Background: an optimization exercise with open tools, aiming at small area. Do not read the settings as production practice. Where RTL was checked, it was by simulation tests only, not by an equivalence proof against the original. Only the layout flow was run in run 1; the RTL was not checked for function there. No run shown here takes its clock network from TritonCTS; it comes from the design's own scripts or RTL. The clock input has no modelled driver; a real chip could not lean on it and would need a root buffer or a full tree. Power figures rest on the tool's default switching activity, not on a simulated workload.

===== flow/config.mk =====
export PLATFORM = sky130hd
export DESIGN_NAME = axi4_master
export DESIGN_NICKNAME = axi4_master
export VERILOG_FILES = /design/flow/design.v
export SDC_FILE = /design/flow/constraint.sdc
export NUM_CORES = 4
export LEC_CHECK = 0
export CAP_MARGIN = 20
export CORE_AREA = 5 5 175 175
export CTS_BUF_LIST = sky130_fd_sc_hd__clkbuf_8
export DIE_AREA = 0 0 180 180
export SLEW_MARGIN = 20

===== flow/constraint.sdc =====
create_clock -name core_clock -period 5.0 [get_ports {clk}]
set_input_delay 1.0000 -clock core_clock [delete_from_list [all_inputs] [get_ports {clk}]]
set_output_delay 1.0000 -clock core_clock [all_outputs]
set_load 0.01 [all_outputs]

===== flow/design.v =====
module axi4_master
(
    input  logic          clk,
    input  logic          arst,
    input  logic          io_interrupt,
    input  logic          i_write_req,
    input  logic          i_read_req,
    input  logic [ 31:0 ] i_addr,
    input  logic [ 63:0 ] i_write_data,
    input  logic [  7:0 ] i_axi_len,
    input  logic [  2:0 ] i_axi_size,
    input  logic [  1:0 ] i_axi_burst,
    input  logic [  7:0 ] i_axi_strb,
    output logic [ 63:0 ] o_read_data,
    output logic          o_axi_done,
    output logic          o_axi_handshake,
    input  logic          i_awready,
    output logic          o_awvalid,
    output logic [  3:0 ] o_awid,
    output logic [ 31:0 ] o_awaddr,
    output logic [  7:0 ] o_awlen,
    output logic [  2:0 ] o_awsize,
    output logic [  1:0 ] o_awburst,
    input  logic          i_wready,
    output logic          o_wvalid,
    output logic [ 63:0 ] o_wdata,
    output logic [  7:0 ] o_wstrb, 
    output logic          o_wlast,
    output logic          o_bready,
    input  logic          i_bvalid,
    input  logic [  3:0 ] i_bid,
    input  logic [  1:0 ] i_bresp,
    input  logic          i_arready,
    output logic          o_arvalid,
    output logic [  3:0 ] o_arid,
    output logic [ 31:0 ] o_araddr,
    output logic [  7:0 ] o_arlen,
    output logic [  2:0 ] o_arsize,
    output logic [  1:0 ] o_arburst,
    output logic          o_rready,
    input  logic          i_rvalid,
    input  logic [  3:0 ] i_rid, 
    input  logic [  1:0 ] i_rresp,
    input  logic [ 63:0 ] i_rdata,
    input  logic          i_rlast
);
    assign o_read_data = i_rdata;
    assign o_arlen     = i_axi_len;
    assign o_arsize    = i_axi_size;
    assign o_arburst   = i_axi_burst;
    assign o_awlen     = i_axi_len;
    assign o_awsize    = i_axi_size;
    assign o_awburst   = i_axi_burst;
    assign o_wdata     = i_write_data;
    logic s_w;
    logic s_a;
    logic s_d;
    logic s_idle;
    logic s_rlast;
    logic [ 7:0 ] s_count;
    logic [ 31:0 ] s_addr;
    assign s_idle    = ~( s_w | s_a | s_d );
    assign o_awvalid = s_w & s_a;
    assign o_wvalid  = s_w & s_d;
    assign o_bready  = s_w & ~s_a & ~s_d;
    assign o_arvalid = ~s_w & s_a;
    assign o_rready  = ~s_w & s_d;
    always_ff @( posedge clk, posedge arst ) begin
        if ( arst ) begin
            s_w    <= 1'b0;
            s_a    <= 1'b0;
            s_d    <= 1'b0;
            o_awid <= '0;
            o_arid <= '0;
        end
        else begin
            s_w <= ( s_idle & i_write_req ) | ( s_w & ~i_bvalid );
            s_a <= ( s_idle & ( i_write_req | i_read_req ) ) | ( s_a & ~( s_w ? i_awready : i_arready ) );
            s_d <= s_a | ( s_d & ~( ( s_count == i_axi_len ) & i_wready ) & ~s_rlast );
            o_awid <= o_awid + { 3'b0, i_bvalid };
            o_arid <= o_arid + { 3'b0, s_rlast };
        end
    end
    always_ff @( posedge clk ) begin
        if ( s_idle ) o_wstrb <= i_axi_strb;
    end
    always_ff @( posedge clk ) begin
        if ( s_idle ) s_addr[ 31:8 ] <= i_addr[ 31:8 ];
    end
    always_ff @( posedge clk ) begin
        if      ( s_idle                ) s_addr[ 7:0 ] <= i_addr[ 7:0 ];
        else if ( o_awvalid & i_awready ) s_addr[ 7:0 ] <= 8'b0;
        else                              s_addr[ 7:0 ] <= s_addr[ 7:0 ] + { 7'b0, i_wready };
    end
    assign o_awaddr = s_addr;
    assign o_araddr = s_addr;
    assign s_count  = s_addr[ 7:0 ];
    assign o_wlast = ~s_a & ( s_count == i_axi_len );
    assign o_axi_done = ( i_bvalid & ( i_bresp == 2'b0 ) ) | s_rlast;
    assign o_axi_handshake = i_wready | i_rvalid;
    always_ff @( posedge clk ) begin
        s_rlast <= i_rlast;
    end
endmodule

===== flow/flow/run.sh =====
#!/bin/bash
# Standard layout (the standard.sh) with these changes:
#  - port buffers made from the smallest buffer cell (buf_1);
#  - after global placement the design's own cells are pulled toward the core's centre;
#  - after placement resizing, logic cells are swapped for their smallest-area variant;
#  - the clock reaches the registers through a few clock buffers, one per group of registers,
#    driven from the clock port (clkbuf.tcl), instead of TritonCTS's tree.
export FLOW_FLOW_DIR=$PWD/flow
export BUFFER_PORTS_ARGS="-buffer_cell sky130_fd_sc_hd__buf_1"
export POST_GLOBAL_PLACE_TCL=$FLOW_FLOW_DIR/squeeze.tcl
export FLOW_SQUEEZE=0.3
export POST_RESIZE_TCL=$FLOW_FLOW_DIR/downsize.tcl
export PRE_CTS_TCL=$FLOW_FLOW_DIR/cts_hook.tcl
export FLOW_CLK_CELL=sky130_fd_sc_hd__clkbuf_8
export FLOW_CLK_K=3
bash standard.sh > standard.log 2>&1

===== flow/flow/clkbuf.tcl =====
# Clock distribution: the registers' clock pins are split into K groups by position (k-means), and
# each group gets one clock buffer at its centre, driven straight from the clock port (K <= 4).
proc my_clock_tree {cell k} {
  set db [ord::get_db]
  set block [ord::get_db_block]
  set clknet [$block findNet clk]
  $clknet setSigType CLOCK
  set master [$db findMaster $cell]
  set its {}
  set xs {}
  set ys {}
  foreach it [$clknet getITerms] {
    set loc [[$it getInst] getLocation]
    lappend its $it
    lappend xs [lindex $loc 0]
    lappend ys [lindex $loc 1]
  }
  set n [llength $its]
  # initial centres: spread along the sorted x order
  set order [lsort -integer -indices $xs]
  set cxs {}; set cys {}
  for {set c 0} {$c < $k} {incr c} {
    set i [lindex $order [expr {int(($c + 0.5) * $n / $k)}]]
    lappend cxs [lindex $xs $i]; lappend cys [lindex $ys $i]
  }
  for {set iter 0} {$iter < 50} {incr iter} {
    set asg {}
    for {set i 0} {$i < $n} {incr i} {
      set best 0; set bd 1e30
      for {set c 0} {$c < $k} {incr c} {
        set d [expr {abs([lindex $xs $i] - [lindex $cxs $c]) + abs([lindex $ys $i] - [lindex $cys $c])}]
        if {$d < $bd} { set bd $d; set best $c }
      }
      lappend asg $best
    }
    set ncx {}; set ncy {}
    for {set c 0} {$c < $k} {incr c} {
      set sx 0; set sy 0; set m 0
      for {set i 0} {$i < $n} {incr i} {
        if {[lindex $asg $i] == $c} { set sx [expr {$sx + [lindex $xs $i]}]; set sy [expr {$sy + [lindex $ys $i]}]; incr m }
      }
      if {$m == 0} { lappend ncx [lindex $cxs $c]; lappend ncy [lindex $cys $c] } else { lappend ncx [expr {$sx / $m}]; lappend ncy [expr {$sy / $m}] }
    }
    set cxs $ncx; set cys $ncy
  }
  for {set c 0} {$c < $k} {incr c} {
    set inst [odb::dbInst_create $block $master clkbuf_leaf_$c]
    set net [odb::dbNet_create $block clk_leaf_$c]
    $net setSigType CLOCK
    [$inst findITerm A] connect $clknet
    [$inst findITerm X] connect $net
    $inst setLocation [lindex $cxs $c] [lindex $cys $c]
    $inst setPlacementStatus PLACED
    set m 0
    for {set i 0} {$i < $n} {incr i} {
      if {[lindex $asg $i] == $c} { set it [lindex $its $i]; $it disconnect; $it connect $net; incr m }
    }
    puts "my_clock_tree: $cell clkbuf_leaf_$c drives $m clock pins"
  }
}

===== flow/flow/cts_hook.tcl =====
# Build the clock distribution with my_clock_tree (clkbuf.tcl) instead of TritonCTS: cts.tcl
# calls clock_tree_synthesis, so that command is replaced here; the rest of cts.tcl (placement
# legalisation and timing repair) runs as usual.
source $::env(FLOW_FLOW_DIR)/clkbuf.tcl
rename clock_tree_synthesis my_tritoncts
proc clock_tree_synthesis {args} {
  my_clock_tree $::env(FLOW_CLK_CELL) $::env(FLOW_CLK_K)
  set_propagated_clock [all_clocks]
}

===== flow/flow/downsize.tcl =====
# Swap each logic cell for the smallest-area cell of the same function (same name, lowest drive),
# then let repair_design fix any slew or capacitance limit this breaks.
proc my_downsize {} {
  set db [ord::get_db]
  set block [ord::get_db_block]
  set n 0
  foreach inst [$block getInsts] {
    set master [$inst getMaster]
    set name [$master getName]
    if {![regexp {^(sky130_fd_sc_hd__[a-z0-9]+)_([0-9]+)$} $name -> base drive]} { continue }
    if {[regexp {clkdly|dly|tap|fill|decap|conb|diode} $base]} { continue }
    if {[$inst isFixed]} { continue }
    set best $master
    set best_area [expr {[$master getWidth] * [$master getHeight]}]
    foreach d {0 1 2 4} {
      set m [$db findMaster ${base}_$d]
      if {$m eq "NULL" || $m eq ""} { continue }
      set a [expr {[$m getWidth] * [$m getHeight]}]
      if {$a < $best_area} { set best $m; set best_area $a }
    }
    if {$best ne $master} {
      replace_cell [$inst getName] [$best getName]
      incr n
    }
  }
  puts "my_downsize: replaced $n cells"
}
my_downsize
estimate_parasitics -placement
repair_design
report_worst_slack -max
report_worst_slack -min

===== flow/flow/squeeze.tcl =====
# Pull the design's own cells (not the port buffers) toward the middle of the core, so that the
# registers sit close together and a small clock tree reaches them all.
set block [ord::get_db_block]
set core [$block getCoreArea]
set cx [expr {([$core xMin] + [$core xMax]) / 2}]
set cy [expr {([$core yMin] + [$core yMax]) / 2}]
set f $::env(FLOW_SQUEEZE)
set n 0
foreach inst [$block getInsts] {
  if {[$inst isFixed]} { continue }
  if {[regexp {^(input|output)[0-9]+$} [$inst getName]]} { continue }
  if {[[$inst getMaster] getType] ne "CORE"} { continue }
  set loc [$inst getLocation]
  set x [expr {int($cx + $f * ([lindex $loc 0] - $cx))}]
  set y [expr {int($cy + $f * ([lindex $loc 1] - $cy))}]
  $inst setLocation $x $y
  incr n
}
puts "squeeze: moved $n cells by $f toward ($cx, $cy)"

===== flow/standard.sh =====
#!/bin/bash
# synth_recipe.tcl (not shown) runs the flow's synth.tcl, then flattens the netlist and writes it again
# the make line also repeats each setting of config.mk as NAME=value (left out here)
make -C /OpenROAD-flow-scripts/flow DESIGN_CONFIG=/design/flow/config.mk WORK_HOME=/design/flow/orfs CLKGATE_MAP_FILE= SYNTH_SCRIPT=/design/flow/synth_recipe.tcl "${@:-finish}"

==> summary.txt, run 1 <==
status: complete, no violations
worst hold margin: 0.514 ns
Worst slew margin: 39.9%
FF-to-FF Start: s_a
Crit Path Max Fanout: 3
fill count: 3296
max_cap viols: 0
hold depth: 1
layout cells sized above 1: 1.76%
Detail Placement HPWL: 12900 um
CP delay by family, top: simple AND/OR/NAND/NOR gates
DR DRC count: 0
hold_buf cts: 0
CP Launch Type: input pin
Synth Instances: 304
Yosys top cell area share: 42.2%
Synth area leader: buf_4
Max Clock Skew: 0.0193 ns
Placement Setup Slack: 1.24 ns
count of final setup violators: 0
PortBufs: 163
Max stage delay on crit path: 0.57 ns
drt pass-1 iters: 4
final worst-path cycle share: 72.6%
RSZ-0062 raised after global routing: no
area of the die: 32400 um2
first-pass GRT wire length: 18400 um
clock-pin transition on the worst setup and hold timing paths: 0.11 ns
register area share after synthesis: 42.8%
Worst Setup End Kind: primary output
CP required: 4.00 ns
Area growth syn-to-layout: -8.17%
top post-synthesis cells by area: buf_4, edfxtp_1, dfrtp_1
measured slew at the worst slew-check pin: 0.902 ns
ant diodes: 0
Layout Cells excl Fill: 668
min cycle time layout: 3.63 ns
routed vias: 1891
Peak Freq: 0.276 GHz
post-synthesis net count: 514
Post-DRT Antenna Nets: 0
cell count after placement: 665
Peak supply drop: 0.000154 V
grt ovf: 0
Die Ht: 180 um
initial antenna violation count: 0
CP Cell Sequence: buf_1 > xor2_1 > or4_1 > nor4_1 > buf_1
count of final hold-check violations: 0
post_cts resized: 0
Crit path top cell by count: buf_1
die width: 180 um
initial core utilization: 11.6%
Synth Cell Area: 3310 um2
number of library cell types mapped by synthesis: 26
worst setup margin: 1.37 ns
HP Start: s_rlast
critical path's slowest cell: nor4_1
Synth Register Bits: 52
largest net degree at the start of global routing: 26
DR WL/cell: 21.4 um
setup TNS after final layout: 0 ns
pwr/cell area: 571 nW/um2
final wirelength: 14300 um
CP arrival: 2.63 ns
post-layout net count: 496
worst reg-to-reg setup slack: 2.83 ns
Post-CTS Setup Bufs: 0
worst-skew pair later-pin latency: 0.17 ns
Top-Level Pins: 446
total number of yosys warnings: 1
Slew Limit Fails: 0
Worst Hold Endpoint: o_arid[0]
type of the worst min-delay path: reg2reg
number of vias per cell: 2.83
Buf/Inv on CP: 2
r2r endpoint: s_addr[0]
Setup Crit Path Kind: in2out
number of cells on the worst reg-to-reg path: 4
vias in the first global route: 2099
Row Count: 62
core footprint: 28600 um2
initial DRC count: 38
syn_area_per_cell: 10.9 um2
Total GRT Usage: 8.16%
Leakage Power: 0.951 nW
-- layer usage --
layer | track usage, % | part of all wire [%]
met1 | 9.74 | 40
met2 | 13.5 | 46
met3 | 3.25 | 11
met4 | 2.50 | 3.5
met5 | 0 | 0
-- state kept, by name, summed over array words and instances (netlist names) --
name,count
s_addr,32
o_wstrb,8
o_arid,4
o_awid,4
s_a,1
s_d,1
s_rlast,1
s_w,1
-- metrics by stage --
stage	utilization [%]	cell area [um2]	power, W
2_1_floorplan	-	3310	0.00142
3_3_place_gp	10.5	3010	0.00154
3_5_place_dp	10.5	3000	0.00163
4_1_cts	10.6	3040	0.00179
5_1_grt	10.6	3040	0.00186
6_report	10.6	3040	0.00174
-- cell type report --
type	count	area [um2]	share of cell area, %
inverter	3	11.3	0.371
timing repair buffer	165	621	20.4
tap	384	480	15.8
multi-input combinational	61	468	15.4
buffer	3	41.3	1.36
sequential	52	1420	46.6
-- synth_stat cells (all sizes together) --
master / count
nand2: 4
edfxtp: 32
nor2: 1
and3: 1
nor2b: 2
a31oi: 1
or2: 1
dfxtp: 9
nand3: 6
and2: 2
xor2: 10
or4: 1
xnor2: 8
nor4: 1
o21ai: 1
a22o: 9
a21oi: 2
mux2i: 1
nor3: 2
dfrtp: 11
nor3b: 1
buf: 188
inv: 3
o31ai: 1
ha: 6
-- worst max-delay path by stage --
stage	start	to	slack, ns	depth (start not counted)
3_3_place_gp	i_axi_len[0]	o_wlast	1.66	5
5_1_grt	i_axi_len[0]	o_wlast	1.15	5
4_1_cts	i_axi_len[0]	o_wlast	1.22	5
3_5_place_dp	i_axi_len[0]	o_wlast	1.24	5
2_1_floorplan	i_axi_len[1]	o_wlast	2.08	3
6_report	i_axi_len[0]	o_wlast	1.37	5
-- where the power goes --
group          switching [W]  internal (W)
clock               0.000101     0.0000558
combinational       0.000445      0.000236
sequential          0.000230      0.000669
-- logic make-up after synthesis --
group	count (synthesis)	synth area share [%]
buffers and inverters	191	42.9
flip-flops	52	42.8
AND/OR/NAND/NOR	22	3.74
XOR/XNOR	18	4.77
AO/OA/AOI/OAI	14	3.25
adder cells (fa/ha/maj)	6	2.27
multiplexers	1	0.303
-- layout by cell type (no fill, tap or decap) --
cell type and n:
a22o_1 9, edfxtp_1 32, dfxtp_1 9, or2_2 1, nor3_1 2, inv_1 3, a31oi_1 1, nand3_1 6
o31ai_1 1, dfrtp_1 11, xnor2_1 8, clkbuf_2 1, o21ai_0 1, ha_1 6, buf_1 164, clkbuf_8 3
a21oi_1 2, or4_1 1, nor2b_1 2, nor4_1 1, xor2_1 10, and3_1 1, nor3b_1 1, mux2i_1 1
nand2_1 4, nor2_1 1, and2_1 2
==> inputs of run 2 (changes only) <==
--- a/flow/design.v
+++ b/flow/design.v
@@ -58,2 +58,3 @@
     logic s_idle;
+    logic s_hold;
     logic s_rlast;
@@ -62,2 +63,3 @@
     assign s_idle    = ~( s_w | s_a | s_d );
+    assign s_hold    = ~( s_idle & ( i_write_req | i_read_req ) );
     assign o_awvalid = s_w & s_a;
@@ -84,6 +86,6 @@
     always_ff @( posedge clk ) begin
-        if ( s_idle ) o_wstrb <= i_axi_strb;
+        o_wstrb <= ( i_axi_strb & { 8{ s_idle } } ) | ( o_wstrb & { 8{ s_hold } } );
     end
     always_ff @( posedge clk ) begin
-        if ( s_idle ) s_addr[ 31:8 ] <= i_addr[ 31:8 ];
+        s_addr[ 31:8 ] <= ( i_addr[ 31:8 ] & { 24{ s_idle } } ) | ( s_addr[ 31:8 ] & { 24{ s_hold } } );
     end
==> summary.txt, run 2 <==
status: complete, no violations (unchanged)
pwr/cell area: 706 nW/um2 (was 571 nW/um2)
die width: 180 um (unchanged)
Clk pwr share: 7.4% (was 9.0%)
fill count: 3343 (was 3296)
max_cap viols: 0 (unchanged)
core footprint: 28600 um2 (unchanged)
Sw Pwr: 0.00102 W (was 0.000775 W)
vias in the first global route: 2309 (was 2099)
worst hold margin: 0.511 ns (was 0.514 ns)
final wirelength: 15300 um (was 14300 um)
Area growth syn-to-layout: -8.61% (was -8.17%)
initial core utilization: 11.5% (was 11.6%)
grt ovf: 0 (unchanged)
top post-synthesis cells by area: buf_4, dfxtp_1, a22o_1 (was buf_4, edfxtp_1, dfrtp_1)
Placement Setup Slack: 1.35 ns (was 1.24 ns)
Peak Freq: 0.286 GHz (was 0.276 GHz)
RSZ-0062 raised after global routing: no (unchanged)
count of final setup violators: 0 (unchanged)
CP delay by family, top: simple AND/OR/NAND/NOR gates (unchanged)
switching share of power: 48.0% (was 44.7%)
Buf/Inv on CP: 2 (unchanged)
largest net degree at the start of global routing: 43 (was 26)
Worst Setup End Kind: primary output (unchanged)
top_reg_cell synth: dfxtp_1 (was edfxtp_1)
register area share after synthesis: 33.2% (was 42.8%)
drt pass-1 iters: 4 (unchanged)
CP Cell Sequence: buf_1 > xor2_1 > a2111o_1 > nor4_1 > buf_1 (was buf_1 > xor2_1 > or4_1 > nor4_1 > buf_1)
area of the die: 32400 um2 (unchanged)
final worst-path cycle share: 70.0% (was 72.6%)
Max stage delay on crit path: 0.53 ns (was 0.57 ns)
Crit Path Max Fanout: 3 (unchanged)
Die Ht: 180 um (unchanged)
initial DRC count: 112 (was 38)
Synth Register Bits: 52 (unchanged)
Reg with most FFs: s_addr (unchanged)
initial antenna violation count: 1 (was 0)
Slew Limit Fails: 0 (unchanged)
CP Launch Type: input pin (unchanged)
commonest non-fill, non-tap cell in the layout: buf_1 (unchanged)
worst setup margin: 1.50 ns (was 1.37 ns)
Max Clock Skew: 0.0328 ns (was 0.0193 ns)
clock-pin transition on the worst setup and hold timing paths: 0.12 ns (was 0.11 ns)
worst-skew pair later-pin latency: 0.18 ns (was 0.17 ns)
Largest regs: s_addr (32), o_wstrb (8) (unchanged)
number of library cell types mapped by synthesis: 26 (unchanged)
routed vias: 2186 (was 1891)
Largest register FFs: 32 (unchanged)
post-layout net count: 532 (was 496)
EDFF count, synth: 0 (was 32)
count of final hold-check violations: 0 (unchanged)
number of vias per cell: 3.11 (was 2.83)
min cycle time layout: 3.50 ns (was 3.63 ns)
Detail Placement HPWL: 13600 um (was 12900 um)
Post-DRT Antenna Nets: 0 (unchanged)
Total GRT Usage: 8.67% (was 8.16%)
Post-CTS Setup Bufs: 0 (unchanged)
Peak supply drop: 0.000134 V (was 0.000154 V)
measured slew at the worst slew-check pin: 0.851 ns (was 0.902 ns)
type of the worst min-delay path: reg2reg (unchanged)
Reg power frac: 45.1% (was 51.8%)
PortBufs: 163 (unchanged)
Row Count: 62 (unchanged)
Yosys top cell area share: 42.3% (was 42.2%)
setup TNS after final layout: 0 ns (unchanged)
Leakage Power: 1.08 nW (was 0.951 nW)
commonest non-fill, non-tap cells in the layout: buf_1, dfxtp_1, a22o_1 (was buf_1, edfxtp_1, dfrtp_1)
DR DRC count: 0 (unchanged)
Synth Instances: 344 (was 304)
hold_buf cts: 0 (unchanged)
Synth area leader: buf_4 (unchanged)
most numerous cell in the Yosys netlist: buf_4 (unchanged)
fin util: 10.5% (was 10.6%)
Crit path top cell by count: buf_1 (unchanged)
Synth Cell Area: 3300 um2 (was 3310 um2)
Worst slew margin: 43.3% (was 39.9%)
layout cells sized above 1: 2.19% (was 1.76%)
CP arrival: 2.50 ns (was 2.63 ns)
CP required: 4.00 ns (about the same)
post-synthesis net count: 554 (was 514)
Setup Crit Path Kind: in2out (unchanged)
post_cts resized: 0 (unchanged)
critical path's slowest cell: nor4_1 (unchanged)
first-pass GRT wire length: 19900 um (was 18400 um)
total number of yosys warnings: 1 (unchanged)
P_int: 0.00111 W (was 0.000961 W)
DR WL/cell: 21.7 um (was 21.4 um)
Layout Cells excl Fill: 704 (was 668)
cell count after placement: 701 (was 665)
commonest cells in the netlist: buf_4, dfxtp_1, a22o_1 (was buf_4, edfxtp_1, dfrtp_1)
Post-synth ARST share: 21.2% (unchanged)
combinational share of power: 47.5% (was 39.2%)
ant diodes: 0 (unchanged)
syn_area_per_cell: 9.59 um2 (was 10.9 um2)
Top-Level Pins: 446 (unchanged)
## run 2: area by class of cell
cell class | instances | area [um2] | share of cell area, %
sequential | 52 | 1100 | 36.4
multi-input combinational | 93 | 738 | 24.5
timing repair buffer | 166 | 636 | 21.1
tap | 384 | 480 | 15.9
buffer | 3 | 41.3 | 1.37
inverter | 6 | 22.5 | 0.747
## run 2: kinds of logic after synthesis
| group | synth area share, % |
|---|---|
| buffers and inverters | 43.9 |
| DFF | 33.2 |
| AOI/OAI and AO/OA | 12.1 |
| and+or+nand+nor | 3.91 |
| xor gates and xnor gates | 4.51 |
| adders and majority gates | 2.28 |
## run 2: path summary, 6_finish.rpt
path                       slack [ns]  cells past startpoint    startpoint        end
max in group asynchronous        3.87                      2          arst  o_awid[2]
min                              0.51                      1       s_rlast  o_arid[0]
min in group asynchronous        0.84                      2          arst  o_arid[3]
min reg2reg                      0.51                      1       s_rlast  o_arid[0]
max                              1.50                      5  i_axi_len[7]    o_wlast
max reg2reg                      2.76                      5           s_a  s_addr[5]
## run 2: per-layer routing
metal / up-vias / part of all wire (%) / track usage (%)
li1: 904 / - / -
met1: 1010 / 38 / 9.68
met2: 192 / 48 / 15.6
met3: 78 / 7.6 / 1.96
met4: 2 / 5.6 / 4.05
met5: - / 0.085 / 0
## run 2: metrics by stage
| stage | power, W | cell area (um2) |
|---|---|---|
| after floorplan | 0.00173 | 3300 |
| after global placement | 0.00193 | 2990 |
| after detailed placement | 0.00204 | 2970 |
| after CTS | 0.00220 | 3010 |
| after global routing | 0.00230 | 3010 |
| final | 0.00213 | 3010 |
## run 2: power groups by stage
stage	Combinational [W]	Sequential (W)	Clock, W
after floorplan	0.000811	0.000914	0
after global placement	0.00104	0.000885	0
after detailed placement	0.00104	0.00100	0
after CTS	0.00104	0.000999	0.000161
after global routing	0.00111	0.00102	0.000174
final	0.00101	0.000960	0.000157
==> inputs of run 3 (changes only) <==
--- a/flow/flow/run.sh
+++ b/flow/flow/run.sh
@@ -7,2 +7,4 @@
 #    driven from the clock port (clkbuf.tcl), instead of TritonCTS's tree.
+#  - after placement resizing and after the clock step, cells are downsized further as long as
+#    slew, capacitance and setup keep a margin (downsize2.tcl).
 export FLOW_FLOW_DIR=$PWD/flow
@@ -13,2 +15,3 @@
 export PRE_CTS_TCL=$FLOW_FLOW_DIR/cts_hook.tcl
+export POST_CTS_TCL=$FLOW_FLOW_DIR/post_cts.tcl
 export FLOW_CLK_CELL=sky130_fd_sc_hd__clkbuf_8
--- a/flow/flow/downsize.tcl
+++ b/flow/flow/downsize.tcl
@@ -32 +32,3 @@
 report_worst_slack -min
+source $::env(FLOW_FLOW_DIR)/downsize2.tcl
+my_downsize2
==> flow/flow/downsize2.tcl (new file) <==
# Swap cells for smaller cells of the same function while the design keeps a margin on slew,
# capacitance and setup timing; a swap that breaks the margin is undone.
proc my_margin_ok {} {
  if {[sta::max_slew_check_slack_limit] < 0.25} { return 0 }
  if {[sta::max_capacitance_check_slack_limit] < 0.25} { return 0 }
  if {[worst_slack -max] < 0.5} { return 0 }
  return 1
}
proc my_downsize2 {} {
  set db [ord::get_db]
  set block [ord::get_db_block]
  estimate_parasitics -placement
  set n 0
  set saved 0
  foreach inst [$block getInsts] {
    set master [$inst getMaster]
    if {[$master getType] ne "CORE"} { continue }
    set name [$master getName]
    if {![regexp {^(sky130_fd_sc_hd__[a-z0-9]+)_([0-9]+)$} $name -> base drive]} { continue }
    if {[regexp {^sky130_fd_sc_hd__(clkdly|dly|tap|fill|decap|conb|diode|df|edf|sdf)} $base]} { continue }
    if {[string match clkbuf_leaf_* [$inst getName]]} { continue }
    set area [expr {[$master getWidth] * [$master getHeight]}]
    set cands {}
    foreach d {0 1 2 4 6 8 12 16} {
      set m [$db findMaster ${base}_$d]
      if {$m eq "NULL" || $m eq ""} { continue }
      set a [expr {[$m getWidth] * [$m getHeight]}]
      if {$a < $area} { lappend cands [list $a $m] }
    }
    foreach c [lsort -real -index 0 $cands] {
      set m [lindex $c 1]
      replace_cell [$inst getName] [$m getName]
      if {[my_margin_ok]} {
        set saved [expr {$saved + $area - [lindex $c 0]}]
        incr n
        break
      }
      replace_cell [$inst getName] $name
    }
  }
  puts "my_downsize2: swapped $n cells, saved [expr {$saved / 1e6}] um2"
}
==> flow/flow/post_cts.tcl (new file) <==
source $::env(FLOW_FLOW_DIR)/downsize2.tcl
my_downsize2
==> summary.txt, run 3 <==
critical path's slowest cell: nor4_1 (unchanged)
PortBufs: 163 (unchanged)
type of the worst min-delay path: reg2reg (unchanged)
number of vias per cell: 3.11 (about the same)
worst setup margin: 1.52 ns (was 1.50 ns)
Post-synth ARST share: 21.2% (unchanged)
drt pass-1 iters: 4 (unchanged)
first-pass GRT wire length: 19800 um (was 19900 um)
grt peak-use layer: met2 (unchanged)
CP delay by family, top: simple AND/OR/NAND/NOR gates (unchanged)
EDFF count, synth: 0 (unchanged)
final wirelength: 15200 um (was 15300 um)
DR DRC count: 0 (unchanged)
max_cap viols: 0 (unchanged)
count of final setup violators: 0 (unchanged)
Peak Freq: 0.288 GHz (was 0.286 GHz)
area of the die: 32400 um2 (unchanged)
measured slew at the worst slew-check pin: 0.838 ns (was 0.851 ns)
die width: 180 um (unchanged)
DR WL/cell: 21.5 um (was 21.7 um)
GR Util met2: 15.2% (was 15.6%)
Detail Placement HPWL: 13500 um (was 13600 um)
CP Cell Sequence: buf_1 > xor2_1 > a2111o_1 > nor4_1 > buf_1 (unchanged)
met3 usage: 1.96% (unchanged)
fin util: 10.5% (about the same)
syn_area_per_cell: 9.59 um2 (unchanged)
routed vias: 2188 (was 2186)
Synth Instances: 344 (unchanged)
vias in the first global route: 2347 (was 2309)
Buf/Inv on CP: 2 (unchanged)
Die Ht: 180 um (unchanged)
Yosys top cell area share: 42.3% (unchanged)
routing usage on met1: 9.64% (was 9.68%)
Leakage Power: 1.07 nW (was 1.08 nW)
count of final hold-check violations: 0 (unchanged)
final worst-path cycle share: 69.5% (was 70.0%)
Setup crit start: i_axi_len[7] (unchanged)
Layout Cells excl Fill: 704 (unchanged)
Crit path top cell by count: buf_1 (unchanged)
Peak supply drop: 0.000160 V (was 0.000134 V)
CP required: 4.00 ns (about the same)
layout cells sized above 1: 1.88% (was 2.19%)
Max Clock Skew: 0.0309 ns (was 0.0328 ns)
pwr/cell area: 707 nW/um2 (was 706 nW/um2)
initial DRC count: 138 (was 112)
RSZ-0062 raised after global routing: no (unchanged)
Area growth syn-to-layout: -9.03% (was -8.61%)
top_reg_cell synth: dfxtp_1 (unchanged)
Slew Limit Fails: 0 (unchanged)
FF-to-FF Start: s_a (unchanged)
Crit Path Max Fanout: 3 (unchanged)
most numerous cell in the Yosys netlist: buf_4 (unchanged)
setup TNS after final layout: 0 ns (unchanged)
combinational share of power: 47.0% (was 47.5%)
largest net degree at the start of global routing: 43 (unchanged)
top post-synthesis cells by area: buf_4, dfxtp_1, a22o_1 (unchanged)
switching share of power: 48.2% (was 48.0%)
CP Launch Type: input pin (unchanged)
Post-DRT Antenna Nets: 0 (unchanged)
total number of yosys warnings: 1 (unchanged)
register area share after synthesis: 33.2% (unchanged)
post-layout net count: 532 (unchanged)
Total GRT Usage: 8.65% (was 8.67%)
Reg with most FFs: s_addr (unchanged)
commonest non-fill, non-tap cells in the layout: buf_1, dfxtp_1, a22o_1 (unchanged)
grt ovf: 0 (unchanged)
worst-skew pair later-pin latency: 0.18 ns (about the same)
Reg power frac: 45.5% (was 45.1%)
P_int: 0.00110 W (was 0.00111 W)
Synth Register Bits: 52 (unchanged)
core footprint: 28600 um2 (unchanged)
min cycle time layout: 3.48 ns (was 3.50 ns)
Worst Setup End Kind: primary output (unchanged)
CP arrival: 2.48 ns (was 2.50 ns)
Clk pwr share: 7.4% (about the same)
Largest regs: s_addr (32), o_wstrb (8) (unchanged)
Worst slew margin: 44.1% (was 43.3%)
Setup Crit Path Kind: in2out (unchanged)
commonest cells in the netlist: buf_4, dfxtp_1, a22o_1 (unchanged)
post-synthesis net count: 554 (unchanged)
Max stage delay on crit path: 0.52 ns (was 0.53 ns)
Largest register FFs: 32 (unchanged)
initial antenna violation count: 1 (unchanged)
commonest non-fill, non-tap cell in the layout: buf_1 (unchanged)
initial core utilization: 11.5% (unchanged)
clock-pin transition on the worst setup and hold timing paths: 0.12 ns (about the same)
Synth area leader: buf_4 (unchanged)
HP Start: s_rlast (unchanged)
Synth Cell Area: 3300 um2 (unchanged)
cell count after placement: 701 (unchanged)
number of library cell types mapped by synthesis: 26 (unchanged)
Row Count: 62 (unchanged)
Placement Setup Slack: 1.36 ns (was 1.35 ns)
Sw Pwr: 0.00102 W (about the same)
status: complete, no violations (unchanged)
ant diodes: 0 (unchanged)
Top-Level Pins: 446 (unchanged)
-- run 3: cell count changes in the layout (fill, tap and decap cells not counted) --
cell / delta
o21ai_2: -1
o21ai_0: +1
buf_8: -1
clkbuf_2: +1
-- run 3: cell families (layout without fill, tap and decap cells) --
logic type,after synthesis,after routing,share of synthesized area (%)
AOI/OAI and AO/OA,48,48,12.1
xor gates and xnor gates,17,17,4.51
and+or+nand+nor,22,22,3.91
buffers and inverters,199,175,43.9
DFF,52,52,33.2
adders and majority gates,6,6,2.28
-- run 3: power by group through the flow --
stage | combinational [W] | clock, W | sequential [W]
floorplan | 0.000811 | 0 | 0.000914
global placement | 0.00104 | 0 | 0.000885
detailed placement | 0.00103 | 0 | 0.00100
global route | 0.00110 | 0.000177 | 0.00102
finish | 0.000999 | 0.000158 | 0.000966
-- run 3: path summary, 6_finish.rpt --
kind | to | slack, ns | cells past startpoint
worst max-delay path | o_wlast | 1.52 | 5
worst min-delay path | o_arid[0] | 0.51 | 1
worst max register to register | s_addr[5] | 2.84 | 5
worst min register to register | o_arid[0] | 0.51 | 1
max in group asynchronous | o_awid[0] | 3.89 | 2
min in group asynchronous | s_d | 0.83 | 2
-- run 3: per-stage QoR --
| stage | power [W] | hold slack, ns | cell area [um2] |
|---|---|---|---|
| after floorplan | 0.00173 | 0.449 | 3300 |
| final | 0.00212 | 0.505 | 3000 |
| after global routing | 0.00230 | 0.539 | 3000 |
| after global placement | 0.00193 | 0.456 | 2990 |
| after detailed placement | 0.00203 | 0.475 | 2960 |
-- run 3: cell type report --
class	count	area (um2)
Fill cell	3338	25600
Sequential cell	52	1100
Inverter	6	22.5
Multi-Input combinational cell	93	734
Buffer	3	41.3
Tap cell	384	480
Timing Repair Buffer	166	626
-- run 3: per-layer routing --
layer | vias up | share of wire [%]
li1 | 902 | -
met1 | 996 | 37
met2 | 202 | 48
met3 | 86 | 8.2
met4 | 2 | 6.4
met5 | - | 0.086
==> inputs of run 4 (changes only) <==
--- a/flow/flow/clkbuf.tcl
+++ b/flow/flow/clkbuf.tcl
@@ -25,11 +25,28 @@
   }
+  # balanced k-means: each group takes at most ceil(n/k) pins; pins whose nearest and
+  # second-nearest centres differ most choose first
+  set cap [expr {($n + $k - 1) / $k}]
   for {set iter 0} {$iter < 50} {incr iter} {
-    set asg {}
+    set prefs {}
     for {set i 0} {$i < $n} {incr i} {
-      set best 0; set bd 1e30
+      set ds {}
       for {set c 0} {$c < $k} {incr c} {
-        set d [expr {abs([lindex $xs $i] - [lindex $cxs $c]) + abs([lindex $ys $i] - [lindex $cys $c])}]
-        if {$d < $bd} { set bd $d; set best $c }
+        lappend ds [list [expr {abs([lindex $xs $i] - [lindex $cxs $c]) + abs([lindex $ys $i] - [lindex $cys $c])}] $c]
       }
-      lappend asg $best
+      set ds [lsort -real -index 0 $ds]
+      set regret [expr {$k > 1 ? [lindex $ds 1 0] - [lindex $ds 0 0] : 0}]
+      lappend prefs [list $regret $i $ds]
+    }
+    set asg [lrepeat $n 0]
+    set used [lrepeat $k 0]
+    foreach p [lsort -real -decreasing -index 0 $prefs] {
+      set i [lindex $p 1]
+      foreach d [lindex $p 2] {
+        set c [lindex $d 1]
+        if {[lindex $used $c] < $cap} {
+          lset asg $i $c
+          lset used $c [expr {[lindex $used $c] + 1}]
+          break
+        }
+      }
     }
==> summary.txt, run 4 <==
status: complete, no violations (unchanged)
count of final setup violators: 0 (unchanged)
commonest cells in the netlist: buf_4, dfxtp_1, a22o_1 (unchanged)
DR WL/cell: 21.7 um (was 21.5 um)
pwr/cell area: 711 nW/um2 (was 707 nW/um2)
Multi-input gate area: 734 um2 (unchanged)
Synth Cell Area: 3300 um2 (unchanged)
Setup crit start: i_axi_len[7] (unchanged)
Crit Path Max Fanout: 3 (unchanged)
Post-DP Area: 2960 um2 (unchanged)
Peak supply drop: 0.000164 V (was 0.000160 V)
worst reg-to-reg setup slack: 2.86 ns (was 2.84 ns)
Post-synth ARST share: 21.2% (unchanged)
Largest register FFs: 32 (unchanged)
min cycle time layout: 3.47 ns (was 3.48 ns)
die width: 180 um (unchanged)
register area share after synthesis: 33.2% (unchanged)
Layout Cells excl Fill: 704 (unchanged)
r2r endpoint: s_addr[5] (unchanged)
initial core utilization: 11.5% (unchanged)
Peak Freq: 0.288 GHz (about the same)
PortBufs: 163 (unchanged)
Setup Crit Path Kind: in2out (unchanged)
Synth Register Bits: 52 (unchanged)
final worst-path cycle share: 69.5% (about the same)
area of the die: 32400 um2 (unchanged)
Synth Instances: 344 (unchanged)
Register Area: 1100 um2 (unchanged)
Max stage delay on crit path: 0.52 ns (about the same)
fill count: 3337 (was 3338)
final instance area: 3000 um2 (unchanged)
initial DRC count: 133 (was 138)
CP required: 4.00 ns (about the same)
number of vias per cell: 3.13 (was 3.11)
crit path capture: o_wlast (unchanged)
total number of yosys warnings: 1 (unchanged)
grt ovf: 0 (unchanged)
measured slew at the worst slew-check pin: 0.848 ns (was 0.838 ns)
Post-DRT Antenna Nets: 0 (unchanged)
Tot Pwr: 0.00213 W (was 0.00212 W)
Top-Level Pins: 446 (unchanged)
EDFF count, synth: 0 (unchanged)
post-layout net count: 532 (unchanged)
ant diodes: 0 (unchanged)
commonest non-fill, non-tap cells in the layout: buf_1, dfxtp_1, a22o_1 (unchanged)
Reg with most FFs: s_addr (unchanged)
CP arrival: 2.47 ns (was 2.48 ns)
type of the worst min-delay path: reg2reg (unchanged)
first-pass GRT wire length: 20000 um (was 19800 um)
Largest regs: s_addr (32), o_wstrb (8) (unchanged)
Worst Setup End Kind: primary output (unchanged)
CP Launch Type: input pin (unchanged)
final wirelength: 15300 um (was 15200 um)
Yosys top cell area share: 42.3% (unchanged)
DR DRC count: 0 (unchanged)
vias in the first global route: 2342 (was 2347)
count of final hold-check violations: 0 (unchanged)
cell count after placement: 701 (unchanged)
worst-skew pair later-pin latency: 0.16 ns (was 0.18 ns)
top post-synthesis cells by area: buf_4, dfxtp_1, a22o_1 (unchanged)
layout cells sized above 1: 1.88% (unchanged)
critical path's slowest cell: nor4_1 (unchanged)
CP Cell Sequence: buf_1 > xor2_1 > a2111o_1 > nor4_1 > buf_1 (unchanged)
largest net degree at the start of global routing: 43 (unchanged)
Slew Limit Fails: 0 (unchanged)
drt pass-1 iters: 4 (unchanged)
commonest non-fill, non-tap cell in the layout: buf_1 (unchanged)
Synth area leader: buf_4 (unchanged)
Row Count: 62 (unchanged)
top_reg_cell synth: dfxtp_1 (unchanged)
FF-to-FF Start: s_a (unchanged)
Max Clock Skew: 0.00254 ns (was 0.0309 ns)
number of library cell types mapped by synthesis: 26 (unchanged)
Worst slew margin: 43.5% (was 44.1%)
Crit path top cell by count: buf_1 (unchanged)
most numerous cell in the Yosys netlist: buf_4 (unchanged)
worst hold margin: 0.526 ns (was 0.505 ns)
setup TNS after final layout: 0 ns (unchanged)
Detail Placement HPWL: 13500 um (unchanged)
number of cells on the worst reg-to-reg path: 5 (unchanged)
initial antenna violation count: 1 (unchanged)
syn_area_per_cell: 9.59 um2 (unchanged)
routed vias: 2201 (was 2188)
max_cap viols: 0 (unchanged)
Area growth syn-to-layout: -9.03% (unchanged)
core footprint: 28600 um2 (unchanged)
Total GRT Usage: 8.73% (was 8.65%)
RSZ-0062 raised after global routing: no (unchanged)
post-synthesis net count: 554 (unchanged)
Leakage Power: 1.07 nW (unchanged)
Die Ht: 180 um (unchanged)
clock-pin transition on the worst setup and hold timing paths: 0.10 ns (was 0.12 ns)
-- run 4: cell counts after synthesis --
Identical to the previous run, type by type.
-- run 4: layout make-up --
class	instances	area share, %
buffer	3	1.38
tap	384	16.0
timing repair buffer	166	20.9
inverter	6	0.751
sequential	52	36.5
multi-input combinational	93	24.5
-- run 4: critical path, delay by kind of cell --
family                 cells  cell delay [ns]
AND/OR/NAND/NOR            1             0.52
AO/OA/AOI/OAI              1             0.39
buffers and inverters      2             0.38
XOR/XNOR                   1             0.19
-- run 4: metal layers --
layer / routed length [um] / global-route usage, %
met5: 13 / 0
met4: 936 / 4.42
met3: 1190 / 2.00
met2: 7350 / 15.5
met1: 5790 / 9.80
-- run 4: worst min path at each step --
stage                     startpoint          to  slack (ns)  depth (start not counted)
final                      o_arid[3]   o_arid[3]        0.53                          1
after detailed placement     s_rlast   o_arid[0]        0.48                          1
after global placement    o_wstrb[1]  o_wstrb[1]        0.46                          1
after floorplan              s_rlast   o_arid[0]        0.45                          1
after global routing         s_rlast   o_arid[0]        0.57                          1
-- run 4: cells by family after synthesis --
kind of cell             count (synthesis)  synth area share, %
buffers and inverters                  199                 43.9
flip-flops                              52                 33.2
AO/OA/AOI/OAI                           48                 12.1
XOR/XNOR                                17                 4.51
AND/OR/NAND/NOR                         22                 3.91
adder cells (fa/ha/maj)                  6                 2.28
-- run 4: power breakdown --
group	switching (W)	internal, W	total (W)
Sequential	0.000327	0.000641	0.000968
Combinational	0.000604	0.000403	0.00101
Clock	0.000103	0.0000558	0.000159
-- run 4: per-stage QoR --
step           setup slack, ns  utilization [%]
2_1_floorplan             2.08                -
3_3_place_gp              1.73             10.4
3_5_place_dp              1.36             10.3
6_report                  1.53             10.5
5_1_grt                   1.28             10.5
==> inputs of run 5 (changes only) <==
--- a/flow/flow/downsize2.tcl
+++ b/flow/flow/downsize2.tcl
@@ -2,6 +2,8 @@
 # capacitance and setup timing; a swap that breaks the margin is undone.
+# A swap is kept when slew and capacitance stay at least 15% below their limits (or no worse than
+# before the downsizing, if they already were closer) and setup slack stays at least 0.5 ns.
 proc my_margin_ok {} {
-  if {[sta::max_slew_check_slack_limit] < 0.25} { return 0 }
-  if {[sta::max_capacitance_check_slack_limit] < 0.25} { return 0 }
-  if {[worst_slack -max] < 0.5} { return 0 }
+  if {[sta::max_slew_check_slack_limit] < $::my_slew_thr} { return 0 }
+  if {[sta::max_capacitance_check_slack_limit] < $::my_cap_thr} { return 0 }
+  if {[worst_slack -max] < $::my_setup_thr} { return 0 }
   return 1
@@ -12,2 +14,5 @@
   estimate_parasitics -placement
+  set ::my_slew_thr [expr {min(0.15, [sta::max_slew_check_slack_limit])}]
+  set ::my_cap_thr [expr {min(0.15, [sta::max_capacitance_check_slack_limit])}]
+  set ::my_setup_thr [expr {min(0.5, [worst_slack -max])}]
   set n 0
==> summary.txt, run 5 <==
post-layout net count: 532 (unchanged)
top_reg_cell synth: dfxtp_1 (unchanged)
pwr/cell area: 711 nW/um2 (unchanged)
measured slew at the worst slew-check pin: 0.848 ns (unchanged)
core footprint: 28600 um2 (unchanged)
layout cells sized above 1: 1.88% (unchanged)
CP required: 4.00 ns (about the same)
Worst Hold Endpoint: o_arid[3] (unchanged)
initial core utilization: 11.5% (unchanged)
r2r endpoint: s_addr[5] (unchanged)
RSZ-0062 raised after global routing: no (unchanged)
CP arrival: 2.47 ns (about the same)
Worst slew margin: 43.5% (unchanged)
register area share after synthesis: 33.2% (unchanged)
Leakage Power: 1.07 nW (unchanged)
total number of yosys warnings: 1 (unchanged)
post-synthesis net count: 554 (unchanged)
HP Start: o_arid[3] (unchanged)
routed vias: 2201 (unchanged)
Multi-input gate area: 734 um2 (unchanged)
status: complete, no violations (unchanged)
top post-synthesis cells by area: buf_4, dfxtp_1, a22o_1 (unchanged)
setup TNS after final layout: 0 ns (unchanged)
commonest cells in the netlist: buf_4, dfxtp_1, a22o_1 (unchanged)
Synth Cell Area: 3300 um2 (unchanged)
initial DRC count: 133 (unchanged)
Post-synth ARST share: 21.2% (unchanged)
vias in the first global route: 2342 (unchanged)
commonest non-fill, non-tap cells in the layout: buf_1, dfxtp_1, a22o_1 (unchanged)
count of final setup violators: 0 (unchanged)
most numerous cell in the Yosys netlist: buf_4 (unchanged)
Row Count: 62 (unchanged)
number of cells on the worst reg-to-reg path: 5 (unchanged)
Die Ht: 180 um (unchanged)
Total GRT Usage: 8.73% (unchanged)
largest net degree at the start of global routing: 43 (unchanged)
hold depth: 1 (unchanged)
max_cap viols: 0 (unchanged)
Post-DRT Antenna Nets: 0 (unchanged)
commonest non-fill, non-tap cell in the layout: buf_1 (unchanged)
final wirelength: 15300 um (unchanged)
EDFF count, synth: 0 (unchanged)
Setup Crit Path Kind: in2out (unchanged)
first-pass GRT wire length: 20000 um (unchanged)
Synth Register Bits: 52 (unchanged)
die width: 180 um (unchanged)
min cycle time layout: 3.47 ns (unchanged)
initial antenna violation count: 1 (unchanged)
Synth Instances: 344 (unchanged)
number of vias per cell: 3.13 (unchanged)
syn_area_per_cell: 9.59 um2 (unchanged)
type of the worst min-delay path: reg2reg (unchanged)
fill count: 3337 (unchanged)
Yosys top cell area share: 42.3% (unchanged)
Crit Path Max Fanout: 3 (unchanged)
drt pass-1 iters: 4 (unchanged)
worst-skew pair later-pin latency: 0.16 ns (about the same)
FF-to-FF Start: s_a (unchanged)
Top-Level Pins: 446 (unchanged)
number of library cell types mapped by synthesis: 26 (unchanged)
PortBufs: 163 (unchanged)
Register Area: 1100 um2 (unchanged)
Largest regs: s_addr (32), o_wstrb (8) (unchanged)
final worst-path cycle share: 69.5% (unchanged)
area of the die: 32400 um2 (unchanged)
Max Clock Skew: 0.00254 ns (unchanged)
Detail Placement HPWL: 13500 um (unchanged)
Largest register FFs: 32 (unchanged)
DR WL/cell: 21.7 um (unchanged)
Reg with most FFs: s_addr (unchanged)
Synth area leader: buf_4 (unchanged)
DR DRC count: 0 (unchanged)
Peak supply drop: 0.000164 V (unchanged)
Slew Limit Fails: 0 (unchanged)
Area growth syn-to-layout: -9.03% (unchanged)
CP Launch Type: input pin (unchanged)
worst reg-to-reg setup slack: 2.86 ns (about the same)
worst hold margin: 0.526 ns (unchanged)
grt ovf: 0 (unchanged)
Worst Setup End Kind: primary output (unchanged)
clock-pin transition on the worst setup and hold timing paths: 0.10 ns (about the same)
count of final hold-check violations: 0 (unchanged)
Peak Freq: 0.288 GHz (unchanged)
ant diodes: 0 (unchanged)
==> run 5: cell counts after synthesis <==
Identical to the previous run, type by type.
==> run 5: kinds of logic after synthesis <==
kind of cell | after synthesis | share of synthesized area, %
buffers and inverters | 199 | 43.9
DFF | 52 | 33.2
AOI/OAI and AO/OA | 48 | 12.1
and+or+nand+nor | 22 | 3.91
xor gates and xnor gates | 17 | 4.51
adders and majority gates | 6 | 2.28
==> run 5: how the worst max path moves through the flow <==
stage	start	slack (ns)	to	cells past startpoint
after floorplan	i_axi_len[7]	2.08	o_wlast	3
after global placement	i_axi_len[7]	1.73	o_wlast	5
after detailed placement	i_axi_len[7]	1.36	o_wlast	5
after global routing	i_axi_len[7]	1.28	o_wlast	5
final	i_axi_len[7]	1.53	o_wlast	5
==> run 5: final cells by class <==
cell class | count | area share, %
buffer | 3 | 1.38
multi-input combinational | 93 | 24.5
tap | 384 | 16.0
sequential | 52 | 36.5
inverter | 6 | 0.751
timing repair buffer | 166 | 20.9
==> run 5: power breakdown <==
part	internal, W	leakage [nW]	total [W]	switching, W
combinational	0.000403	0.575	0.00101	0.000604
sequential	0.000641	0.476	0.000968	0.000327
clock	0.0000558	0.0216	0.000159	0.000103
==> run 5: per-layer routing <==
layer	vias to the layer above	GRT usage, %	part of all wire (%)
met4	2	4.42	6.1
met1	1013	9.80	38
met5	-	0	0.085
met2	204	15.5	48
li1	902	-	-
met3	80	2.00	7.8
==> run 5: worst max-delay path, cell delays in order <==
cell      delay, ns
buf_1          0.15
xor2_1         0.19
a2111o_1       0.39
nor4_1         0.52
buf_1          0.23
==> run 5: per-stage QoR <==
stage	utilization, %	std cells	setup slack [ns]	total power, W	area, um2
6_report	10.5	704	1.53	0.00213	3000
5_1_grt	10.5	704	1.28	0.00230	3000
3_5_place_dp	10.3	701	1.36	0.00203	2960
3_3_place_gp	10.4	700	1.73	0.00193	2990
2_1_floorplan	-	344	2.08	0.00173	3300
==> inputs of run 6 (changes only) <==
==> flow/flow/run.sh (replaced) <==
#!/bin/bash
# Standard layout (the standard.sh) with these changes:
#  - after the standard synthesis, its combinational logic is re-mapped for area with ABC; the
#    registers stay exactly as the standard synthesis made them (reopt.sh);
#  - port buffers made from the smallest buffer cell (buf_1);
#  - after global placement the design's own cells are pulled toward the core's centre;
#  - after placement resizing, logic cells are swapped for their smallest-area variant, then
#    downsized further as long as slew, capacitance and setup keep a margin (downsize2.tcl);
#  - the clock reaches the registers through a few clock buffers, one per group of registers,
#    driven from the clock port (clkbuf.tcl), instead of TritonCTS's tree.
set -euo pipefail
export FLOW_FLOW_DIR=$PWD/flow
export BUFFER_PORTS_ARGS="-buffer_cell sky130_fd_sc_hd__buf_1"
export POST_GLOBAL_PLACE_TCL=$FLOW_FLOW_DIR/squeeze.tcl
export FLOW_SQUEEZE=0.3
export POST_RESIZE_TCL=$FLOW_FLOW_DIR/downsize.tcl
export PRE_CTS_TCL=$FLOW_FLOW_DIR/cts_hook.tcl
export POST_CTS_TCL=$FLOW_FLOW_DIR/post_cts.tcl
export FLOW_CLK_CELL=sky130_fd_sc_hd__clkbuf_8
export FLOW_CLK_K=3
bash standard.sh synth > standard_synth.log 2>&1
res=$PWD/orfs/results/sky130hd/axi4_master/base
cp $res/1_2_yosys.v $PWD/standard_synth_netlist.v
bash $FLOW_FLOW_DIR/reopt.sh $PWD/standard_synth_netlist.v $PWD/reopt_netlist.v $PWD
cp $PWD/reopt_netlist.v $res/1_2_yosys.v
rm -f $res/1_synth.odb $res/1_synth.sdc
bash standard.sh > standard.log 2>&1
==> flow/flow/reopt.sh (new file) <==
#!/bin/bash
# Re-map the combinational logic of the standard synthesis netlist for area with ABC (strash; dch;
# amap). Registers are kept as they are (same instances, names and cell types): they are treated
# as black boxes, so only the logic between them is re-mapped.
# usage: reopt.sh IN.v OUT.v WORKDIR
set -euo pipefail
in=$1; out=$2; w=$3
lib=$FLOW_HOME/platforms/sky130hd/lib/sky130_fd_sc_hd__tt_025C_1v80.lib
du=""
for c in sky130_fd_sc_hd__probe_p_8 sky130_fd_sc_hd__probec_p_8 $(grep -o 'sky130_fd_sc_hd__lpflow_[a-z0-9_]*' $FLOW_HOME/platforms/sky130hd/config.mk | sort -u); do
  du="$du -dont_use $c"
done
flops=$(grep -o 'sky130_fd_sc_hd__[a-z0-9_]*' $in | sort -u | grep -E '__(df|edf|sdf|dl)' | tr '\n' ' ')
cat > $w/reopt1.ys <<EOS
read_liberty -ignore_miss_func -ignore_miss_dir $lib
read_verilog $in
hierarchy -top axi4_master
setattr -mod -set blackbox 1 $flops
flatten
opt_clean -purge
abc -liberty $lib $du -script "+strash; dch; amap"
opt_clean -purge
rename -enumerate -pattern ro_% axi4_master
select axi4_master
write_verilog -noattr -selected $w/reopt_mid.v
EOS
cat > $w/reopt2.ys <<EOS
read_liberty -lib $lib
read_verilog $w/reopt_mid.v
hierarchy -top axi4_master
splitnets
opt_clean -purge
insbuf -buf sky130_fd_sc_hd__buf_4 A X
rename -enumerate -pattern rb_%
stat -liberty $lib
check -assert -mapped
write_verilog -noattr $out
EOS
yosys -p "script $w/reopt1.ys" > $w/reopt1.log 2>&1
yosys -p "script $w/reopt2.ys" > $w/reopt2.log 2>&1
==> summary.txt, run 6 <==
status: complete, no violations (unchanged)
Buf/Inv on CP: 3 (was 2)
Peak supply drop: 0.000152 V (was 0.000164 V)
Setup Crit Path Kind: in2out (unchanged)
routing usage on met1: 9.27% (was 9.80%)
max_cap viols: 0 (unchanged)
measured slew at the worst slew-check pin: 0.995 ns (was 0.848 ns)
setup TNS after final layout: 0 ns (unchanged)
Area growth syn-to-layout: -16.9% (was -9.03%)
PortBufs: 163 (unchanged)
Worst Setup End Kind: primary output (unchanged)
Multi-input gate area: 691 um2 (was 734 um2)
Register Area: 1100 um2 (unchanged)
CP arrival: 2.53 ns (was 2.47 ns)
Peak Freq: 0.283 GHz (was 0.288 GHz)
CP Cell Sequence: buf_1 > clkinv_1 > a221oi_1 > nand3_1 > nor4_1 > buf_1 (was buf_1 > xor2_1 > a2111o_1 > nor4_1 > buf_1)
area of the die: 32400 um2 (unchanged)
worst reg-to-reg setup slack: 2.73 ns (was 2.86 ns)
drt pass-1 iters: 4 (unchanged)
die width: 180 um (unchanged)
ant diodes: 0 (unchanged)
GR Util met2: 18.7% (was 15.5%)
count of final setup violators: 0 (unchanged)
Reg with most FFs: s_addr (unchanged)
first-pass GRT wire length: 22400 um (was 20000 um)
Row Count: 62 (unchanged)
Detail Placement HPWL: 16400 um (was 13500 um)
final worst-path cycle share: 70.5% (was 69.5%)
Crit Path Max Fanout: 3 (unchanged)
initial core utilization: 12.6% (was 11.5%)
final wirelength: 17700 um (was 15300 um)
CP required: 4.00 ns (about the same)
r2r endpoint: s_addr[25] (was s_addr[5])
Leakage Power: 0.978 nW (was 1.07 nW)
number of vias per cell: 3.27 (was 3.13)
Largest register FFs: 32 (unchanged)
Worst slew margin: 33.6% (was 43.5%)
Slew Limit Fails: 0 (unchanged)
initial DRC count: 131 (was 133)
Total GRT Usage: 9.93% (was 8.73%)
vias in the first global route: 2330 (was 2342)
Max stage delay on crit path: 0.59 ns (was 0.52 ns)
RSZ-0062 raised after global routing: no (unchanged)
min cycle time layout: 3.53 ns (was 3.47 ns)
fin util: 10.4% (was 10.5%)
fill count: 3335 (was 3337)
post-layout net count: 555 (was 532)
DR WL/cell: 24.1 um (was 21.7 um)
routed vias: 2397 (was 2201)
total number of yosys warnings: 1 (unchanged)
Post-DP Area: 2940 um2 (was 2960 um2)
Max Clock Skew: 0.00692 ns (was 0.00254 ns)
Tot Pwr: 0.00204 W (was 0.00213 W)
Synth Instances: 414 (was 344)
met3 usage: 5.68% (was 2.00%)
count of final hold-check violations: 0 (unchanged)
worst-skew pair later-pin latency: 0.16 ns (about the same)
commonest non-fill, non-tap cell in the layout: buf_1 (unchanged)
grt ovf: 0 (unchanged)
grt peak-use layer: met2 (unchanged)
Crit path top cell by count: buf_1 (unchanged)
number of cells on the worst reg-to-reg path: 5 (unchanged)
largest net degree at the start of global routing: 34 (was 43)
clock-pin transition on the worst setup and hold timing paths: 0.10 ns (about the same)
type of the worst min-delay path: reg2reg (unchanged)
CP Launch Type: input pin (unchanged)
Worst Hold Endpoint: o_wstrb[2] (was o_arid[3])
DR DRC count: 0 (unchanged)
Top-Level Pins: 446 (unchanged)
Synth Cell Area: 3600 um2 (was 3300 um2)
Post-DRT Antenna Nets: 0 (unchanged)
initial antenna violation count: 3 (was 1)
HP Start: o_wstrb[2] (was o_arid[3])
commonest non-fill, non-tap cells in the layout: buf_1, dfxtp_1, a22o_1 (unchanged)
Placement Setup Slack: 1.36 ns (about the same)
Largest regs: s_addr (32), o_wstrb (8) (unchanged)
post-synthesis net count: 618 (was 554)
syn_area_per_cell: 8.69 um2 (was 9.59 um2)
FF-to-FF Start: s_a (unchanged)
hold depth: 1 (unchanged)
critical path's slowest cell: nor4_1 (unchanged)
CP delay by family, top: simple AND/OR/NAND/NOR gates (unchanged)
layout cells sized above 1: 1.43% (was 1.88%)
final instance area: 2990 um2 (was 3000 um2)
Die Ht: 180 um (unchanged)
pwr/cell area: 683 nW/um2 (was 711 nW/um2)
core footprint: 28600 um2 (unchanged)
worst setup margin: 1.47 ns (was 1.53 ns)
[run 6: cell count changes in the layout (fill, tap and decap cells not counted), moves of 4 or more]
cell      before  now
nor2_1         1   24
a22o_1        40   32
xor2_1         6    0
nand3_1        8    1
xnor2_1       11    0
o21ai_0        3   11
clkinv_1       0   15
o31ai_1        0    4
inv_1          6    0
nand2_1        5   17
ha_1           6    0
[run 6: layout make-up]
cell class              instances  area share [%]
flip-flops and latches         52            36.7
well taps                     384            16.1
plain buffers                   3            1.38
multi-input cells             113            23.1
repair buffers                166            20.9
inverters                      15            1.88
[run 6: stage by stage]
step | hold WS (ns) | cells
after detailed placement | 0.522 | 730
after floorplan | 0.451 | 414
after global placement | 0.460 | 729
final | 0.534 | 733
after global routing | 0.559 | 733
[run 6: per-layer routing]
metal	wire [um]	part of all wire, %
met4	488	2.8
met1	5510	31
met3	2550	14
met5	34	0.19
met2	9120	52
[run 6: worst max-delay path by stage]
stage / start / end / slack, ns / depth (start not counted)
after floorplan: s_a / o_wstrb[0] / 1.06 / 5
after global routing: i_axi_len[0] / o_wlast / 1.23 / 6
final: i_axi_len[0] / o_wlast / 1.47 / 6
after global placement: i_axi_len[1] / o_wlast / 1.32 / 6
after detailed placement: i_axi_len[0] / o_wlast / 1.36 / 6
[run 6: worst register-to-register path: stages, from the launching register on]
cell and delay (ns):
dfrtp_1 0.39, clkinv_1 0.13, nand2_1 0.10, nor2_2 0.54, buf_1 0.81, a22o_1 0.26
[run 6: report_power, final]
part,leakage (nW),switching [W],total (W),internal (W)
registers,0.475,0.000283,0.000915,0.000631
clock network,0.0216,0.000100,0.000156,0.0000558
logic,0.481,0.000606,0.000973,0.000367
total,0.978,0.000990,0.00204,0.00105
==> inputs of run 7 (changes only) <==
--- a/flow/flow/reopt.sh
+++ b/flow/flow/reopt.sh
@@ -22,2 +22,3 @@
 opt_clean -purge
+rename -hide w:*.*
 rename -enumerate -pattern ro_% axi4_master
==> summary.txt, run 7 <==
status: complete, no violations (unchanged)
Reg with most FFs: s_addr (unchanged)
Top Layer Used: met5 (unchanged)
Worst Setup End Kind: primary output (unchanged)
drt pass-1 iters: 4 (unchanged)
die width: 180 um (unchanged)
Reg power frac: 44.0% (was 44.8%)
clock-pin transition on the worst setup and hold timing paths: 0.10 ns (about the same)
Total GRT Usage: 9.82% (was 9.93%)
DR DRC count: 0 (unchanged)
grt ovf: 0 (unchanged)
Peak supply drop: 0.000130 V (was 0.000152 V)
worst-skew pair later-pin latency: 0.16 ns (about the same)
initial core utilization: 12.6% (unchanged)
count of final hold-check violations: 0 (unchanged)
Area growth syn-to-layout: -16.9% (unchanged)
Synth Cell Area: 3600 um2 (unchanged)
Detail Placement HPWL: 15800 um (was 16400 um)
initial DRC count: 88 (was 131)
CP arrival: 2.43 ns (was 2.53 ns)
final wirelength: 17400 um (was 17700 um)
largest net degree at the start of global routing: 34 (unchanged)
commonest non-fill, non-tap cells in the layout: buf_1, dfxtp_1, a22o_1 (unchanged)
combinational share of power: 48.0% (was 47.6%)
max_cap viols: 0 (unchanged)
Largest register FFs: 32 (unchanged)
vias in the first global route: 2374 (was 2330)
Synth Instances: 414 (unchanged)
Register Area: 1100 um2 (unchanged)
final worst-path cycle share: 68.5% (was 70.5%)
Placement Setup Slack: 1.48 ns (was 1.36 ns)
type of the worst min-delay path: reg2reg (unchanged)
metal2 WL: 8890 um (was 9120 um)
core footprint: 28600 um2 (unchanged)
Sw Pwr: 0.000988 W (was 0.000990 W)
pwr/cell area: 683 nW/um2 (about the same)
CP required: 4.00 ns (about the same)
Die Ht: 180 um (unchanged)
Post-DP Area: 2940 um2 (unchanged)
initial antenna violation count: 2 (was 3)
post-layout net count: 555 (unchanged)
Post-DRT Antenna Nets: 0 (unchanged)
Top-Level Pins: 446 (unchanged)
count of final setup violators: 0 (unchanged)
fill count: 3326 (was 3335)
commonest non-fill, non-tap cell in the layout: buf_1 (unchanged)
Tot Pwr: 0.00204 W (about the same)
wl on met1: 5280 um (was 5510 um)
Crit Path Max Fanout: 3 (unchanged)
routed vias: 2387 (was 2397)
Leakage Power: 0.978 nW (about the same)
P_int: 0.00105 W (about the same)
switching share of power: 48.4% (about the same)
worst setup margin: 1.57 ns (was 1.47 ns)
Crit path top cell by count: buf_1 (unchanged)
min cycle time layout: 3.43 ns (was 3.53 ns)
Largest regs: s_addr (32), o_wstrb (8) (unchanged)
Worst slew margin: 35.4% (was 33.6%)
Slew Limit Fails: 0 (unchanged)
CP Cell Sequence: buf_1 > clkinv_1 > a221oi_1 > nand3_1 > nor4_1 > buf_1 > buf_1 (was buf_1 > clkinv_1 > a221oi_1 > nand3_1 > nor4_1 > buf_1)
measured slew at the worst slew-check pin: 0.969 ns (was 0.995 ns)
syn_area_per_cell: 8.69 um2 (unchanged)
critical path's slowest cell: a221oi_1 (was nor4_1)
first-pass GRT wire length: 22500 um (was 22400 um)
fin util: 10.4% (unchanged)
setup TNS after final layout: 0 ns (unchanged)
post-synthesis net count: 618 (unchanged)
final instance area: 2990 um2 (unchanged)
Multi-input gate area: 691 um2 (unchanged)
DR WL met3: 2520 um (was 2550 um)
PortBufs: 163 (unchanged)
number of vias per cell: 3.26 (was 3.27)
ant diodes: 0 (unchanged)
area of the die: 32400 um2 (unchanged)
Clk pwr share: 8.0% (was 7.6%)
DR WL/cell: 23.7 um (was 24.1 um)
RSZ-0062 raised after global routing: no (unchanged)
CP Launch Type: input pin (unchanged)
Row Count: 62 (unchanged)
Peak Freq: 0.292 GHz (was 0.283 GHz)
total number of yosys warnings: 1 (unchanged)
Max stage delay on crit path: 0.31 ns (was 0.59 ns)
Max Clock Skew: 0.00481 ns (was 0.00692 ns)
layout cells sized above 1: 1.43% (unchanged)
Setup Crit Path Kind: in2out (unchanged)
run 7: cell type report:
cell class / count / share of cell area [%]
multi-input combinational: 113 / 23.1
sequential: 52 / 36.7
inverter: 15 / 1.88
buffer: 3 / 1.38
tap: 384 / 16.1
timing repair buffer: 166 / 20.9
run 7: per-stage QoR:
step                hold WS [ns]  std cells
finish                     0.551        733
global placement           0.461        729
detailed placement         0.537        730
global route               0.583        733
floorplan                  0.451        414
run 7: final timing paths:
check                             start    endpoint  slack, ns  cells past startpoint
setup / recovery           i_axi_len[0]     o_wlast       1.57                      7
hold / removal               o_wstrb[1]  o_wstrb[1]       0.55                      1
setup reg to reg                    s_a  s_addr[27]       2.65                      6
hold reg to reg              o_wstrb[1]  o_wstrb[1]       0.55                      1
max in group asynchronous          arst   o_awid[2]       4.03                      2
min in group asynchronous          arst   o_arid[1]       0.75                      2
run 7: power by group through the flow:
| stage | registers (W) | logic (W) | clock network (W) |
|---|---|---|---|
| final | 0.000898 | 0.000981 | 0.000163 |
| after global routing | 0.000944 | 0.00108 | 0.000182 |
| after detailed placement | 0.000928 | 0.000995 | 0 |
| after global placement | 0.000809 | 0.00100 | 0 |
| after floorplan | 0.000758 | 0.00115 | 0 |
run 7: worst max-delay path, delay by kind of cell:
family	cells	cell delay, ns
buffers and inverters	4	0.80
AO/OA/AOI/OAI	1	0.31
AND/OR/NAND/NOR	2	0.31
run 7: per-layer routing:
layer	track usage, %	up-vias
li1	-	1001
met1	9.01	1075
met4	2.80	6
met5	0.593	-
met2	18.5	241
met3	5.52	64

==> port drivers added, routing unchanged <==
How much do the figures lean on ideal ports? The routed layouts below were timed once more, with nothing changed but the port constraints. Step 1 sets driving cells, clkbuf_16 on the clock port and buf_2 on the other inputs (assumed; they add their load-dependent delay and slew). Step 2, shift: input delay + t, output delay - t, t = (earliest + latest rising clock arrival at the registers) / 2. This alone moves slack from input paths to output paths. a / b / c = ideal ports / drivers / drivers and shift; a / b = the first two.
run	t (ns)	setup slack, ns	worst hold slack (ns)	worst setup path at the end	worst slew at a driven data input, ns
run 1	0.209	1.371 / 1.348 / 1.348	0.514 / 0.514 / 0.514	input to output	0.15
run 2	0.220	1.501 / 1.478 / 1.478	0.511 / 0.511 / 0.511	input to output	0.13
run 3	0.220	1.524 / 1.500 / 1.500	0.505 / 0.505 / 0.505	input to output	0.13
run 4	0.218	1.526 / 1.502 / 1.502	0.526 / 0.526 / 0.526	input to output	0.13
run 5	0.218	1.526 / 1.502 / 1.502	0.526 / 0.526 / 0.526	input to output	0.13
run 6	0.213	1.473 / 1.443 / 1.443	0.534 / 0.534 / 0.534	input to output	0.17
run 7	0.214	1.574 / 1.549 / 1.549	0.551 / 0.551 / 0.551	input to output	0.16
After both steps setup and hold are still met in every run listed. For run 6, which loses most, drivers alone change the setup slack by -0.030 ns; drivers and shift together by -0.030 ns.
